Context: an optimization exercise on an open-source flow, tuned for small area and a short achievable clock period. The choices shown serve that exercise and are no tape-out recipe.
Function was checked by simulation only, so behaviour that the tests miss may differ from the original.
Power is estimated from default activity; no workload was simulated.

Design pre_norm, start of the top module:
module pre_norm(clk, rmode, add, opa, opb, opa_nan, opb_nan, fracta_out,
		fractb_out, exp_dn_out, sign, nan_sign, result_zero_sign,
		fasu_op);
Size: roughly 690 cells after synthesis, roughly 67 flip-flops, roughly 0.0047 mm² of cells after synthesis.
Settings: LEC_CHECK=0, CAP_MARGIN=20, CORE_MARGIN=2, CORE_UTILIZATION=70, PLACE_DENSITY=0.8, SETUP_SLACK_MARGIN=5.0, SLEW_MARGIN=20; clock period 9.5 ns.
standard.sh (not shown) runs the stock make flow with config.mk's settings and CLKGATE_MAP_FILE= SYNTH_SCRIPT=/design/flow/synth_recipe.tcl, a recipe that flattens the netlist after the stock synthesis.
==> flow/flow/run.sh <==
#!/bin/bash
# The standard layout (standard.sh), with these changes:
#  - synthesis maps the logic with flow/abc_map.script in place of ORFS's
#    abc_speed.script (same Yosys script otherwise, so the same registers);
#  - the port buffers are buf_1 cells;
#  - clock tree synthesis inserts no dummy loads;
#  - repair aims at the setup margin given below.
# Each tool's full output goes to ORFS's own logs under orfs/logs/, and
# make's output to standard_make.log here.
set -euo pipefail
here=$(pwd)
args=()
if [[ -f flow/abc_map.script ]]; then
  sed "s#log_cmd abc {\*}\$abc_args#log_cmd abc -script $here/flow/abc_map.script {*}[lrange \$abc_args 2 end]#" \
    "$FLOW_HOME/scripts/synth.tcl" > "$here/synth_own.tcl"
  grep -q "flow/abc_map.script" "$here/synth_own.tcl"
  sed "s#\$::env(SCRIPTS_DIR)/synth.tcl#$here/synth_own.tcl#" synth_recipe.tcl > "$here/synth_recipe_own.tcl"
  grep -q "synth_own.tcl" "$here/synth_recipe_own.tcl"
  args+=(SYNTH_SCRIPT="$here/synth_recipe_own.tcl")
fi
bash standard.sh ${args[@]+"${args[@]}"} \
  "BUFFER_PORTS_ARGS=-buffer_cell sky130_fd_sc_hd__buf_1" \
  "CTS_ARGS=-sink_clustering_enable -repair_clock_nets -buf_list sky130_fd_sc_hd__clkbuf_8 -dont_use_dummy_load" \
  SETUP_SLACK_MARGIN=5.25 finish > standard_make.log 2>&1
==> flow/flow/abc_map.script <==
strash
dch
map -D 1200
topo
stime -c
buffer -c
upsize -c
dnsize -c
The baseline finished clean.
Edit:
--- a/flow/flow/run.sh
+++ b/flow/flow/run.sh
@@ -23,2 +23,2 @@
   "CTS_ARGS=-sink_clustering_enable -repair_clock_nets -buf_list sky130_fd_sc_hd__clkbuf_8 -dont_use_dummy_load" \
-  SETUP_SLACK_MARGIN=5.25 finish > standard_make.log 2>&1
+  SETUP_SLACK_MARGIN=5.4 finish > standard_make.log 2>&1
The new run finished with timing, DRC and antenna clean.
Maximum frequency is about the same.
Global-route usage barely changes.
Cell count stays flat.
Total power grows slightly.
Routed wire length grows slightly.
Sequential share of layout area drops by 0.16 points.
Setup slack improves by 0.0094 ns.
Edit:
--- a/flow/flow/run.sh
+++ b/flow/flow/run.sh
@@ -23,2 +23,2 @@
   "CTS_ARGS=-sink_clustering_enable -repair_clock_nets -buf_list sky130_fd_sc_hd__clkbuf_8 -dont_use_dummy_load" \
-  SETUP_SLACK_MARGIN=5.4 finish > standard_make.log 2>&1
+  SETUP_SLACK_MARGIN=5.25 finish > standard_make.log 2>&1
==> flow/flow/abc_map.script (replaced) <==
strash
dch
map -D 1300
topo
stime -c
buffer -c
upsize -c
dnsize -c
=> The changed run produced a clean layout. Critical path depth stays the same. Power is lower by 0.43%. Hold slack hardly moves. Maximum frequency shrinks by 0.66%. Clock power is about the same. Final cell count stays the same. Area after synthesis went down by 0.37%. Clock-buffer cell count does not change.

========
## orange
pre_norm again, from the RTL that the note above started with.
// pre_norm
module pre_norm(clk, rmode, add, opa, opb, opa_nan, opb_nan, fracta_out,
		fractb_out, exp_dn_out, sign, nan_sign, result_zero_sign,
		fasu_op);
Settings: LEC_CHECK=0, CAP_MARGIN=20, CORE_MARGIN=2, CORE_UTILIZATION=70, PLACE_DENSITY=0.8, SETUP_SLACK_MARGIN=5.0, SLEW_MARGIN=20; clock period 9.5 ns.
==> flow/flow/run.sh <==
#!/bin/bash
# The standard layout (standard.sh), with these changes:
#  - synthesis maps the logic with flow/abc_map.script in place of ORFS's
#    abc_speed.script (same Yosys script otherwise, so the same registers);
#  - the port buffers are buf_1 cells;
#  - clock tree synthesis inserts no dummy loads;
#  - repair aims at the setup margin given below.
# Each tool's full output goes to ORFS's own logs under orfs/logs/, and
# make's output to standard_make.log here.
set -euo pipefail
here=$(pwd)
args=()
if [[ -f flow/abc_map.script ]]; then
  sed "s#log_cmd abc {\*}\$abc_args#log_cmd abc -script $here/flow/abc_map.script {*}[lrange \$abc_args 2 end]#" \
    "$FLOW_HOME/scripts/synth.tcl" > "$here/synth_own.tcl"
  grep -q "flow/abc_map.script" "$here/synth_own.tcl"
  sed "s#\$::env(SCRIPTS_DIR)/synth.tcl#$here/synth_own.tcl#" synth_recipe.tcl > "$here/synth_recipe_own.tcl"
  grep -q "synth_own.tcl" "$here/synth_recipe_own.tcl"
  args+=(SYNTH_SCRIPT="$here/synth_recipe_own.tcl")
fi
bash standard.sh ${args[@]+"${args[@]}"} \
  "BUFFER_PORTS_ARGS=-buffer_cell sky130_fd_sc_hd__buf_1" \
  "CTS_ARGS=-sink_clustering_enable -repair_clock_nets -buf_list sky130_fd_sc_hd__clkbuf_4 -dont_use_dummy_load" \
  SETUP_SLACK_MARGIN=5.0 finish > standard_make.log 2>&1
==> flow/flow/abc_map.script <==
strash
dch
map -D 1500
topo
stime -c
buffer -c
upsize -c
dnsize -c
Modified inputs, green compared to orange
- PLACE_DENSITY: 0.8 -> 0.7
- CORE_UTILIZATION: 70 -> 60
diff --git a/flow/flow/run.sh b/flow/flow/run.sh
--- a/flow/flow/run.sh
+++ b/flow/flow/run.sh
@@ -22,3 +22,3 @@
   "BUFFER_PORTS_ARGS=-buffer_cell sky130_fd_sc_hd__buf_1" \
-  "CTS_ARGS=-sink_clustering_enable -repair_clock_nets -buf_list sky130_fd_sc_hd__clkbuf_4 -dont_use_dummy_load" \
-  SETUP_SLACK_MARGIN=5.0 finish > standard_make.log 2>&1
+  "CTS_ARGS=-sink_clustering_enable -repair_clock_nets -buf_list sky130_fd_sc_hd__clkbuf_8 -dont_use_dummy_load" \
+  SETUP_SLACK_MARGIN=5.25 finish > standard_make.log 2>&1
==> flow/flow/abc_map.script <==
strash
dch
map -D 1200
topo
stime -c
buffer -c
upsize -c
dnsize -c
--- outcome ---
green ran to completion and came out clean on the timing, design-rule and antenna checks.
The biggest cell delay along the critical path was comparable across green and orange.
STATUS maximum clock frequency: green wins against orange
green ended with less first-iteration DRC count than orange.
Critical path depth in green is 1 higher than in orange
green ended up with a lower met3 track demand over resource than orange did.
As far as number of sequential storage elements goes, orange and green are indistinguishable; the numbers are identical.
Taking green over orange, the die height ratio works out to 1.08.
Part of the total power dissipated in the clock network came out higher on green than on orange.
The total routing usage reported by global routing of green falls short of that of orange by 4.6 points.
Comparing green with orange, the number of standard cells after synthesis came out essentially unchanged.
Comparing the two runs side by side, green comes out ahead of orange on overall routed net length.

========
## wip/lagoon
The RTL this note starts from:
==> flow/design.v <==
`timescale 1ns / 100ps
module pre_norm(clk, rmode, add, opa, opb, opa_nan, opb_nan, fracta_out,
		fractb_out, exp_dn_out, sign, nan_sign, result_zero_sign,
		fasu_op);
input		clk;
input	[1:0]	rmode;
input		add;
input	[31:0]	opa, opb;
input		opa_nan, opb_nan;
output	[26:0]	fracta_out, fractb_out;
output	[7:0]	exp_dn_out;
output		sign;
output		nan_sign, result_zero_sign;
output		fasu_op;
reg	[26:0]	fracta_out;
reg	[7:0]	exp_dn_out;
reg		sign, fasu_op, nan_sign, result_zero_sign;
reg		signa_r, signb_r, nan_sign1_r;
wire		signa = opa[31];
wire		signb = opb[31];
wire	[7:0]	expa = opa[30:23];
wire	[7:0]	expb = opb[30:23];
wire	[22:0]	fracta = opa[22:0];
wire	[22:0]	fractb = opb[22:0];
wire		expa_nz = |expa;
wire		expb_nz = |expb;
function [1:0] cmp_gt_eq;	 
	input [31:0] x, y;
	integer i, w;
	reg [31:0] g, e;
	begin
		g = x & ~y;
		e = ~(x ^ y);
		for (w = 1; w < 32; w = w * 2)
			for (i = 0; i < 32; i = i + 2 * w) begin
				g[i] = g[i + w] | (e[i + w] & g[i]);
				e[i] = e[i + w] & e[i];
			end
		cmp_gt_eq = {g[0], e[0]};
	end
endfunction
wire	[1:0]	f_cmp = cmp_gt_eq({9'b0, fractb}, {9'b0, fracta});
wire	[1:0]	e_cmp = cmp_gt_eq({24'b0, expb}, {24'b0, expa});
wire		fb_gt_fa = f_cmp[1];
wire		f_eq = f_cmp[0];
wire		b_gt_a = e_cmp[1] | (e_cmp[0] & fb_gt_fa);
wire		mag_eq = e_cmp[0] & f_eq;
wire		add_d = add ^ signa ^ signb;	 
wire	[7:0]	ea = {expa[7:1], expa[0] | ~expa_nz};
wire	[7:0]	eb = {expb[7:1], expb[0] | ~expb_nz};
function [8:0] sub8;
	input [7:0] x, y;
	integer i, w;
	reg [7:0] g, p, c;
	begin
		g = ~x & y;		 
		p = ~(x ^ y);		 
		c = g;
		for (w = 1; w < 8; w = w * 2)
			for (i = 7; i >= w; i = i - 1) begin
				c[i] = c[i] | (p[i] & c[i - w]);
				p[i] = p[i] & p[i - w];
			end
		sub8 = {c[7], (x ^ y) ^ {c[6:0], 1'b0}};
	end
endfunction
wire	[8:0]	d_ab = sub8(ea, eb);
wire	[8:0]	d_ba = sub8(eb, ea);
wire	[7:0]	exp_diff = d_ab[8] ? d_ba[7:0] : d_ab[7:0];
wire		diff_big = |exp_diff[7:5];
wire	[23:0]	op_small = b_gt_a ? {expa_nz, fracta} : {expb_nz, fractb};
wire	[23:0]	op_large = b_gt_a ? {expb_nz, fractb} : {expa_nz, fracta};
wire	[4:0]	shamt = diff_big ? 5'd31 : exp_diff[4:0];
reg	[23:0]	small_r;
reg	[4:0]	shamt_r;
always @(posedge clk) begin
	fracta_out <= {op_large, 3'b0};
	small_r    <= op_small;
	shamt_r    <= shamt;
	exp_dn_out <= (!add_d & mag_eq) ? 8'h0 : (b_gt_a ? expb : expa);
	sign       <= b_gt_a ? (signb ^ ~add) : signa;
	fasu_op    <= add_d;
end
wire	[26:0]	sft0 = {small_r, 3'b0};
wire	[26:0]	sft1 = shamt_r[4] ? {16'b0, sft0[26:16]} : sft0;
wire		stk1 = shamt_r[4] & |sft0[15:0];
wire	[26:0]	sft2 = shamt_r[3] ? {8'b0, sft1[26:8]} : sft1;
wire		stk2 = stk1 | (shamt_r[3] & |sft1[7:0]);
wire	[26:0]	sft3 = shamt_r[2] ? {4'b0, sft2[26:4]} : sft2;
wire		stk3 = stk2 | (shamt_r[2] & |sft2[3:0]);
wire	[26:0]	sft4 = shamt_r[1] ? {2'b0, sft3[26:2]} : sft3;
wire		stk4 = stk3 | (shamt_r[1] & |sft3[1:0]);
wire	[26:0]	small_sft = shamt_r[0] ? {1'b0, sft4[26:1]} : sft4;
wire		sticky = stk4 | (shamt_r[0] & sft4[0]);
assign fractb_out = {small_sft[26:1], small_sft[0] | sticky};
always @(posedge clk) begin
	signa_r     <= signa;
	signb_r     <= signb;
	nan_sign1_r <= f_eq ? (signa & signb) : fb_gt_fa ? signb : signa;
end
wire		add_r = fasu_op ^ signa_r ^ signb_r;
wire		rm3 = rmode == 2'd3;
always @(posedge clk) begin
	result_zero_sign <= ( add_r &  signa_r &  signb_r) |
			    (!add_r &  signa_r & !signb_r) |
			    ( add_r & (signa_r |  signb_r) & rm3) |
			    (!add_r & (signa_r == signb_r) & rm3);
	nan_sign <= (opa_nan & opb_nan) ? nan_sign1_r :
		    opb_nan ? signb_r : signa_r;
end
endmodule
export LEC_CHECK = 0
export CAP_MARGIN = 20
export CORE_MARGIN = 2
export CORE_UTILIZATION = 70
export CTS_BUF_LIST = sky130_fd_sc_hd__clkbuf_8
export PLACE_DENSITY = 0.8
export SETUP_SLACK_MARGIN = 5.0
export SLEW_MARGIN = 20
create_clock -name core_clock -period 9.5 [get_ports {clk}]
==> flow/flow/run.sh <==
#!/bin/bash
# The standard layout (standard.sh), with these changes:
#  - synthesis maps the logic with flow/abc_map.script in place of ORFS's
#    abc_speed.script (same Yosys script otherwise, so the same registers);
#  - the port buffers are buf_1 cells;
#  - clock tree synthesis inserts no dummy loads;
#  - repair aims at the setup margin given below.
# Each tool's full output goes to ORFS's own logs under orfs/logs/, and
# make's output to standard_make.log here.
set -euo pipefail
here=$(pwd)
args=()
if [[ -f flow/abc_map.script ]]; then
  sed "s#log_cmd abc {\*}\$abc_args#log_cmd abc -script $here/flow/abc_map.script {*}[lrange \$abc_args 2 end]#" \
    "$FLOW_HOME/scripts/synth.tcl" > "$here/synth_own.tcl"
  grep -q "flow/abc_map.script" "$here/synth_own.tcl"
  sed "s#\$::env(SCRIPTS_DIR)/synth.tcl#$here/synth_own.tcl#" synth_recipe.tcl > "$here/synth_recipe_own.tcl"
  grep -q "synth_own.tcl" "$here/synth_recipe_own.tcl"
  args+=(SYNTH_SCRIPT="$here/synth_recipe_own.tcl")
fi
bash standard.sh ${args[@]+"${args[@]}"} \
  "BUFFER_PORTS_ARGS=-buffer_cell sky130_fd_sc_hd__buf_1" \
  "CTS_ARGS=-sink_clustering_enable -repair_clock_nets -buf_list sky130_fd_sc_hd__clkbuf_8 -dont_use_dummy_load" \
  SETUP_SLACK_MARGIN=4.0 finish > standard_make.log 2>&1
==> flow/flow/abc_map.script <==
strash
dch
map
topo
stime -c
buffer -c
upsize -c
dnsize -c
## Diff of input files: wip/maple against wip/lagoon
--- a/flow/flow/run.sh
+++ b/flow/flow/run.sh
@@ -23,2 +23,2 @@
   "CTS_ARGS=-sink_clustering_enable -repair_clock_nets -buf_list sky130_fd_sc_hd__clkbuf_8 -dont_use_dummy_load" \
-  SETUP_SLACK_MARGIN=4.0 finish > standard_make.log 2>&1
+  SETUP_SLACK_MARGIN=5.6 finish > standard_make.log 2>&1
Results
| clock skew | wip/lagoon vs wip/maple | ≈ equal |
Diff wip/lagoon -> wip/maple | post-CTS repair timing setup buffer count | increase of 9
Power grows by more than 10% when moving from wip/lagoon to wip/maple.
Max freq wip/lagoon -> wip/maple: improved
Diff wip/lagoon -> wip/maple: required time at the endpoint of the critical path picked up an extra 2.08 ns; combinational power picked up an extra about 43%; hold slack now larger; cell area shows an increase of about 14%.
#### Input delta (wip/indigo over wip/maple)
--- a/flow/flow/run.sh
+++ b/flow/flow/run.sh
@@ -23,2 +23,2 @@
   "CTS_ARGS=-sink_clustering_enable -repair_clock_nets -buf_list sky130_fd_sc_hd__clkbuf_8 -dont_use_dummy_load" \
-  SETUP_SLACK_MARGIN=5.6 finish > standard_make.log 2>&1
+  SETUP_SLACK_MARGIN=5.0 finish > standard_make.log 2>&1
==> flow/flow/abc_map.script <==
&get -n
&st
&dch
&nf
&put
topo
stime -c
buffer -c
upsize -c
dnsize -c
### Flow results
Compared with wip/maple, wip/indigo has less setup slack. Of wip/indigo and wip/maple, wip/indigo shows the lower cell count, with wip/maple above it. | worst hold margin | wip/indigo vs wip/maple | 0.022 ns higher |. wip/indigo ends up with lower routed length per instance than wip/maple does. wip/maple → wip/indigo: biggest cell delay along the critical path now smaller, adder and majority gate portion of the synthesized area comparable. Looking at worst setup path startpoint, the opb[30] result is from wip/indigo; the opa[26] one comes from wip/maple. wip/indigo completed; timing, DRC and antenna clean. Summary: with wip/maple as the reference, register area in wip/indigo moved down slightly. Cmp wip/indigo vs wip/maple: combinational share of power lower in wip/indigo.
Here is what was changed in the inputs of wip/ember compared with wip/indigo.
==> flow/flow/abc_map.script <==
strash
dch
map -D 1100
topo
stime -c
buffer -c
upsize -c
dnsize -c
==> results.txt <==
Going from wip/indigo to wip/ember, the wire length on met3 was found to have gone down by about 15%. Startpoint of the most critical setup path: opa[27] -> wip/ember, opb[30] -> wip/indigo. Destination of the critical timing path = shamt_r[4]$_SDFF_PP1_: wip/indigo; destination of the critical timing path = shamt_r[3]$_SDFF_PP1_: wip/ember. As far as count of flip-flops with a built-in enable after synthesis goes, wip/indigo and wip/ember are indistinguishable; the numbers are identical. Changes observed in wip/ember relative to wip/indigo: average wire per standard cell fell by 1.9 µm; net load switching power rose by about 5.6%; sequential power rose by about 4%; wire length fell by 380 µm. wip/indigo → wip/ember: sequential fraction of design power has increased, total power has decreased, cell area has decreased.
### wip/ember -> wip/sierra
==> flow/flow/run.sh <==
#!/bin/bash
# The standard layout (standard.sh), with three changes:
#  - synthesis maps the logic with flow/abc_map.script in place of ORFS's
#    abc_speed.script (same Yosys script otherwise, so the same registers);
#  - the port buffers are buf_1 cells;
#  - repair aims at the setup margin given below.
# Each tool's full output goes to ORFS's own logs under orfs/logs/, and
# make's output to standard_make.log here.
set -euo pipefail
here=$(pwd)
sed "s#log_cmd abc {\*}\$abc_args#log_cmd abc -script $here/flow/abc_map.script {*}[lrange \$abc_args 2 end]#" \
  "$FLOW_HOME/scripts/synth.tcl" > "$here/synth_own.tcl"
grep -q "flow/abc_map.script" "$here/synth_own.tcl"
sed "s#\$::env(SCRIPTS_DIR)/synth.tcl#$here/synth_own.tcl#" synth_recipe.tcl > "$here/synth_recipe_own.tcl"
grep -q "synth_own.tcl" "$here/synth_recipe_own.tcl"
bash standard.sh SYNTH_SCRIPT="$here/synth_recipe_own.tcl" \
  "BUFFER_PORTS_ARGS=-buffer_cell sky130_fd_sc_hd__buf_1" \
  SETUP_SLACK_MARGIN=${OWN_SETUP_MARGIN:-5.0} finish > standard_make.log 2>&1
==> flow/flow/abc_map.script <==
strash
dch
map
topo
stime -c
buffer -c
upsize -c
dnsize -c
[summary]
- Row area of the die: wip/sierra higher / wip/ember lower
- wip/sierra vs wip/ember — routed length on met1 climbed by more than 10%
- STATUS final total power: wip/sierra loses against wip/ember
- Delta (wip/sierra minus wip/ember): first-iteration DRC count now smaller, number of antenna cells inserted now larger.
- Changes observed in wip/sierra relative to wip/ember: summed area of non-filler cells in the final layout went up by 5.4%, power consumed by sequential cells closely matched the old numbers.
- wip/ember ended up with shamt_r[3]$_SDFF_PP1_ as its worst setup path endpoint; wip/sierra ended up with fractb_out[7].
- The post-cts sizing count in wip/sierra sits 2 below the value recorded for wip/ember.
- Compared with wip/ember, in wip/sierra maximum frequency level; synthesized area moved up; non-clock buffer count moved up.

-- separate check: timing with driven ports --
No port has a modelled driver above. Below, the same layouts with a new extraction and two added sets of constraints.
Step 1 assumes that a clkbuf_16 drives the clock port and a buf_2 every other input.
Step 2 also shifts input and output timing later by t, the mid clock arrival at the registers, as if the neighbouring blocks saw the same clock.
a / b / c = no drivers / after step 1 / after step 2; a / b = the first two.
run | t (ns) | setup WS [ns] | worst hold slack (ns) | cell pins on the clock port's net
the first run of note 1 | 0.367 | 5.459 / 5.428 / 5.140 | 0.476 / 0.476 / 0.476 | 1
the second run of note 1 | 0.364 | 5.469 / 5.471 / 5.107 | 0.476 / 0.476 / 0.476 | 1
the third run of note 1 | 0.361 | 5.442 / 5.411 / 5.112 | 0.477 / 0.477 / 0.477 | 1
orange | 0.412 | 5.241 / 5.213 / 4.841 | 0.494 / 0.494 / 0.494 | 1
green | 0.362 | 5.443 / 5.410 / 5.137 | 0.482 / 0.482 / 0.482 | 1
wip/lagoon | 0.372 | 4.801 / 4.772 / 4.905 | 0.523 / 0.523 / 0.523 | 1
wip/maple | 0.380 | 5.341 / 5.346 / 4.966 | 0.526 / 0.526 / 0.526 | 1
wip/indigo | 0.372 | 5.120 / 5.118 / 4.764 | 0.549 / 0.549 / 0.549 | 1
wip/ember | 0.366 | 5.293 / 5.263 / 4.939 | 0.527 / 0.527 / 0.527 | 1
wip/sierra | 0.386 | 5.282 / 5.253 / 4.989 | 0.521 / 0.521 / 0.521 | 1
After both steps every run listed still meets setup and hold. For orange, which loses most, drivers alone change the setup slack by -0.028 ns; drivers and shift together by -0.400 ns.
